Source: an optimization exercise on an open RTL-to-GDS flow (aim: small area, a short achievable clock period and few clock cycles). Production flows keep margins and buffers that such runs may drop.
In this exercise RTL edits were held to simulation tests only and were not proved equivalent to the original.

## BAS
module BAS(input clk, input reset, input [8:0]count, input [8:0]seed1, input [8:0]seed2, input [15:0]xi, input [15:0]yi, input [15:0]P, input [15:0]E, output [15:0]xo, output [15:0]yo, output [15:0]fo, output [31:0]clk_cnt, output reg done);
clock: 72.0 ns
lec_check: 0
abc_area: 1
cap_margin: 20
core_margin: 2
core_utilization: 45
slew_margin: 20
standard.sh (not shown) runs the stock make flow with config.mk's settings and CLKGATE_MAP_FILE= SYNTH_SCRIPT=/design/flow/synth_recipe.tcl, a recipe that flattens the netlist after the stock synthesis.
==> flow/flow/run.sh <==
#!/bin/bash
# The standard layout, except:
# - synthesis maps the logic with the ABC script flow/area.abc in place of
#   ORFS's area script (same synthesis otherwise: synth_recipe.tcl);
# - plain buf_1 cells as the port buffers;
# - timing repair aiming at 56.2 ns of setup slack.
set -euo pipefail
W=$PWD
cat > "$W/flow_synth.tcl" <<TCL
proc abc {args} {
  set i [lsearch -exact \$args -script]
  if {\$i >= 0} { lset args [expr {\$i + 1}] $W/flow/area.abc }
  yosys abc {*}\$args
}
source $W/synth_recipe.tcl
TCL
bash standard.sh "SYNTH_SCRIPT=$W/flow_synth.tcl" "BUFFER_PORTS_ARGS=-buffer_cell sky130_fd_sc_hd__buf_1" SETUP_SLACK_MARGIN=56.2 finish > standard.log 2>&1
==> flow/flow/area.abc <==
strash
dch
map -a
topo
stime -c
buffer -c
upsize -c
dnsize -c
The starting point completed with no timing, DRC or antenna violations.
Testbench counts at the start, summed over its fixed seeds: cycles 288,456.
Next try:
==> flow/flow/area.abc (replaced) <==
strash
dc2
dch -f
map -a
topo
stime -c
buffer -c
upsize -c
dnsize -c
Register-to-register slack improved by 350 ps.
Routed wire length drops by 1.2%.
Final cell count drops by about 1.4%.
Global-route usage falls by 0.19 points.
Synthesized area drops by about 0.34%.
Final area falls by about 1.5%.
Hold slack is about the same.
Fmax went up by 0.54%.
Sequential share of layout area rises by 0.31 points.
Next try:
==> flow/flow/run.sh (replaced) <==
#!/bin/bash
# The standard layout, except:
# - synthesis maps the logic with the ABC script flow/area.abc in place of
#   ORFS's area script (same synthesis otherwise: synth_recipe.tcl);
# - plain buf_1 cells as the port buffers;
# - timing repair aiming at 56.5 ns of setup slack.
set -euo pipefail
W=$PWD
cat > "$W/flow_synth.tcl" <<TCL
proc abc {args} {
  set i [lsearch -exact \$args -script]
  if {\$i >= 0} { lset args [expr {\$i + 1}] $W/flow/area.abc }
  yosys abc {*}\$args
}
source $W/synth_recipe.tcl
TCL
bash standard.sh "SYNTH_SCRIPT=$W/flow_synth.tcl" "BUFFER_PORTS_ARGS=-buffer_cell sky130_fd_sc_hd__buf_1" SETUP_SLACK_MARGIN=56.5 finish > standard.log 2>&1
==> flow/flow/area.abc (replaced) <==
strash
&get -n
&dch -f
&nf -p -R 1000
&put
topo
stime -c
buffer -c
upsize -c
dnsize -c
=> Flip-flop and latch count stays the same. Clock-buffer cell count decreases by 9. Via count goes down by a few percent. Hold slack is better by 28 ps.
Next try:
==> flow/flow/run.sh (replaced) <==
#!/bin/bash
# The standard layout, with plain buf_1 cells as the port buffers
set -euo pipefail
bash standard.sh "BUFFER_PORTS_ARGS=-buffer_cell sky130_fd_sc_hd__buf_1" finish > standard.log 2>&1
removed: flow/flow/area.abc
=> Cell count is higher by 25%. Design area hardly moves. Via count climbs by about 15%. Core utilization is lower by 5.0 points. First-iteration DRC count hardly moves. Area after synthesis goes up by about 10%. Setup slack got worse by 410 ps. Maximum frequency decreases by 2.5%. Routed wire length climbs by 8.1%.
Next try:
==> flow/flow/run.sh (replaced) <==
#!/bin/bash
# The standard layout, except:
# - synthesis maps the logic with the ABC script flow/area.abc in place of
#   ORFS's area script (same synthesis otherwise: synth_recipe.tcl);
# - plain buf_1 cells as the port buffers;
# - timing repair aiming at 56.2 ns of setup slack.
set -euo pipefail
W=$PWD
cat > "$W/flow_synth.tcl" <<TCL
proc abc {args} {
  set i [lsearch -exact \$args -script]
  if {\$i >= 0} { lset args [expr {\$i + 1}] $W/flow/area.abc }
  yosys abc {*}\$args
}
source $W/synth_recipe.tcl
TCL
bash standard.sh "SYNTH_SCRIPT=$W/flow_synth.tcl" "BUFFER_PORTS_ARGS=-buffer_cell sky130_fd_sc_hd__buf_1" SETUP_SLACK_MARGIN=56.2 finish > standard.log 2>&1
==> flow/flow/area.abc (new file) <==
strash
dch -f
amap
topo
stime -c
buffer -c
upsize -c
dnsize -c
The changed run passed the timing, DRC and antenna checks.
Worst setup slack improves by 310 ps.
Core utilization grows by 7.1 points.
Cell area shrinks by 0.58%.
Maximum frequency grows by 2.0%.
Next try:
==> flow/flow/run.sh (replaced) <==
#!/bin/bash
# The standard layout, except:
# - synthesis maps the logic with the ABC script flow/area.abc in place of
#   ORFS's area script (same synthesis otherwise: synth_recipe.tcl);
# - plain buf_1 cells as the port buffers;
# - timing repair aiming at 55.8 ns of setup slack.
set -euo pipefail
W=$PWD
cat > "$W/flow_synth.tcl" <<TCL
proc abc {args} {
  set i [lsearch -exact \$args -script]
  if {\$i >= 0} { lset args [expr {\$i + 1}] $W/flow/area.abc }
  yosys abc {*}\$args
}
source $W/synth_recipe.tcl
TCL
bash standard.sh "SYNTH_SCRIPT=$W/flow_synth.tcl" "BUFFER_PORTS_ARGS=-buffer_cell sky130_fd_sc_hd__buf_1" SETUP_SLACK_MARGIN=55.8 finish > standard.log 2>&1
==> flow/flow/area.abc (replaced) <==
strash
dch
map -a
topo
stime -c
buffer -c
upsize -c
dnsize -c
Effect: Wire length decreases by 2.8%; worst setup slack gets worse by 220 ps.

## static timing again, ports no longer ideal
Ports are ideal in the flow. The routed layouts listed here were re-timed in OpenROAD.
Step 1: set_driving_cell puts a clkbuf_16 on clk and a buf_2 on each other input, an assumption about the parent block.
Step 2 times the ports against the registers' clock, not the clock port: input delays grow and output delays shrink by t, the midpoint of the rising clock arrivals with the driver on.
a / b / c = ideal / step 1 / step 2; a / b = the first two.
| run | shift t [ns] | setup slack, ns | worst hold slack (ns) | worst setup path at the end |
|---|---|---|---|---|
| the first run | 0.669 | 56.280 / 56.217 / 55.690 | 0.405 / 0.405 / 0.405 | input to register |
| the second run | 0.611 | 56.364 / 56.304 / 55.802 | 0.406 / 0.406 / 0.406 | input to register |
| the third run | 0.661 | 56.346 / 56.284 / 55.976 | 0.434 / 0.434 / 0.434 | input to register |
| the fourth run | 0.656 | 55.941 / 55.983 / 55.327 | 0.405 / 0.405 / 0.405 | input to register |
| the fifth run | 0.624 | 56.251 / 56.190 / 55.787 | 0.426 / 0.426 / 0.426 | input to register |
| the sixth run | 0.665 | 56.028 / 56.069 / 55.405 | 0.404 / 0.404 / 0.404 | input to register |
After both steps setup and hold are still met in every run listed. For the sixth run, which loses most, drivers alone change the setup slack by +0.041 ns; drivers and shift together by -0.623 ns.
